Background: an optimization exercise with open tools, aiming at small area and a short achievable clock period. Do not read the settings as production practice.
Only simulation tests tie the RTL to the original design; equivalence was not proved.
Power figures rest on the tool's default switching activity, not on a simulated workload.

== run 1 ==
==> flow/design.v (excerpt) <==
module top(
  input logic clk, rst,
  input logic[31:0] instr,
  input logic RegWrite, MemWrite,
  output logic[31:0] prode_register_file, prode_data_memory,
  output logic r0, r1, r2, r3 , r4, r5, r6, d0, d1, d2, d3, d4, d5, d6);
export LEC_CHECK = 0
export CAP_MARGIN = 20
export CORE_MARGIN = 2
export CORE_UTILIZATION = 30
export CTS_CLUSTER_DIAMETER = 80
export CTS_CLUSTER_SIZE = 20
export GPL_ROUTABILITY_DRIVEN = 1
export GPL_TIMING_DRIVEN = 1
export PLACE_DENSITY = 0.4
export SETUP_SLACK_MARGIN = 5
export SLEW_MARGIN = 20
export TNS_END_PERCENT = 0
create_clock -name core_clock -period 11.0 [get_ports {clk}]
run.sh (not shown) runs the stock make flow with config.mk's settings and CLKGATE_MAP_FILE= SYNTH_SCRIPT=/design/flow/synth_recipe.tcl, a recipe that flattens the netlist after the stock synthesis.
[inputs] run 2 vs run 1
Settings: CTS_CLUSTER_DIAMETER: 80 -> unset; CTS_CLUSTER_SIZE: 20 -> unset.
==> flow/flow/run.sh (new file) <==
#!/bin/bash
# The standard layout, with two changes:
# - the ports are buffered with buf_4 cells. Left to itself, buffer_ports picks
#   clkdlybuf4s50_1, a slow delay cell that timing repair (which keeps each
#   cell's footprint on this platform) can only swap for another delay cell;
# - clock tree synthesis clusters up to 20 flip-flops per leaf buffer and
#   inserts no dummy loads, for a smaller clock tree.
set -uo pipefail
bash standard.sh synth > synth.log 2>&1 || { tail -40 synth.log; exit 1; }
bash standard.sh "BUFFER_PORTS_ARGS=-buffer_cell sky130_fd_sc_hd__buf_4" \
  "CTS_ARGS=-sink_clustering_enable -repair_clock_nets -sink_clustering_size 20 -sink_clustering_max_diameter 80 -dont_use_dummy_load" \
  finish > layout.log 2>&1 || { tail -40 layout.log; exit 1; }
==> flow/standard.sh (new file) <==
#!/bin/bash
# synth_recipe.tcl (not shown) runs the flow's synth.tcl, then flattens the netlist and writes it again
# the make line also repeats each setting of config.mk as NAME=value (left out here)
make -C /OpenROAD-flow-scripts/flow DESIGN_CONFIG=/design/flow/config.mk WORK_HOME=/design/flow/orfs CLKGATE_MAP_FILE= SYNTH_SCRIPT=/design/flow/synth_recipe.tcl "${@:-finish}"
removed: flow/run.sh
Results
- Changes observed in run 2 relative to run 1: final critical-path setup slack went down by 75 ps; critical path depth in cells went up by 1; sequential cell count was more or less identical.
- Combinational gate power: run 2 vs run 1 down about 3.5%
- In run 2 the final-layout non-clock buffer area share turned out 0.52 points lower than in run 1.
- Post-route cell area on run 2 is down relative to run 1.
- Looking at final non-filler cell total, run 2 sits 1.2% below run 1.
- Total power of run 2 is lower than that of run 1.
- The aggregate routed wire length reported for run 2 is smaller than that of run 1 by about 1.6%.
- Minimum setup slack after placement in run 2 is 220 ps higher than in run 1
- Run 2 packs its core looser than run 1.
- Run 2: complete, dirty (max-capacitance violations, max-slew violations)
The following lists how run 3 was set up differently from run 2:
Settings: a change of CORE_UTILIZATION from 30 to 35; a change of CAP_MARGIN from 20 to 30; a change of SLEW_MARGIN from 20 to 30; an added CTS_CLUSTER_SIZE of 20; an added CTS_CLUSTER_DIAMETER of 80; a change of PLACE_DENSITY from 0.4 to 0.45.
==> flow/run.sh (new file) <==
#!/bin/bash
# synth_recipe.tcl (not shown) runs the flow's synth.tcl, then flattens the netlist and writes it again
# the make line also repeats each setting of config.mk as NAME=value (left out here)
make -C /OpenROAD-flow-scripts/flow DESIGN_CONFIG=/design/flow/config.mk WORK_HOME=/design/flow/orfs CLKGATE_MAP_FILE= SYNTH_SCRIPT=/design/flow/synth_recipe.tcl finish
removed: flow/flow/run.sh
removed: flow/standard.sh
==> comparison <==
- Delta(fraction of area in clock buffers and inverters, run 3 - run 2) > 0
- Number of filler cells placed in the layout (run 2 / run 3): 1.2
- Looking at portion of the layout cell area used by non-clock buffers, run 3 sits above run 2.
- Final routed wire length divided by cell count (lower): run 2
- No stage failed in run 3, and the final checks on the layout all came back clean.
- For the final setup slack of the worst path, run 3 came in 5.9 ps lower than run 2 did.
- Total power: run 3 vs run 2 up about 3.7%
- Changes observed in run 3 relative to run 2: final critical path time including I/O delays and setup moved up; largest voltage drop on the vdd net moved up.

afterwards: timing with drivers on the ports:
The results above use ideal ports. As a check the final layouts listed here were re-extracted and re-timed, cells and wires unchanged. Step 1 (the two cells are an assumption about what drives the block):
set clk [get_ports {clk}]
set_driving_cell -lib_cell sky130_fd_sc_hd__clkbuf_16 $clk
set_driving_cell -lib_cell sky130_fd_sc_hd__buf_2 [delete_from_list [all_inputs] $clk]
Step 2, shift: input delay + t, output delay - t, t = (earliest + latest rising clock arrival at the registers) / 2. This alone moves slack from input paths to output paths. Three values: no drivers, after step 1, after step 2; two values: the first two.
run | t (ns) | setup slack, ns | latest minus earliest clock arrival (ns)
run 1 | 1.043 | 4.678 / 4.743 / 3.701 | 0.052 / 0.053
run 2 | 1.036 | 4.603 / 4.654 / 3.618 | 0.098 / 0.097
run 3 | 1.035 | 4.597 / 4.685 / 3.650 | 0.064 / 0.063
The setup slack of run 2, which loses most, moves by +0.051 ns with the drivers and by -0.985 ns with both steps.
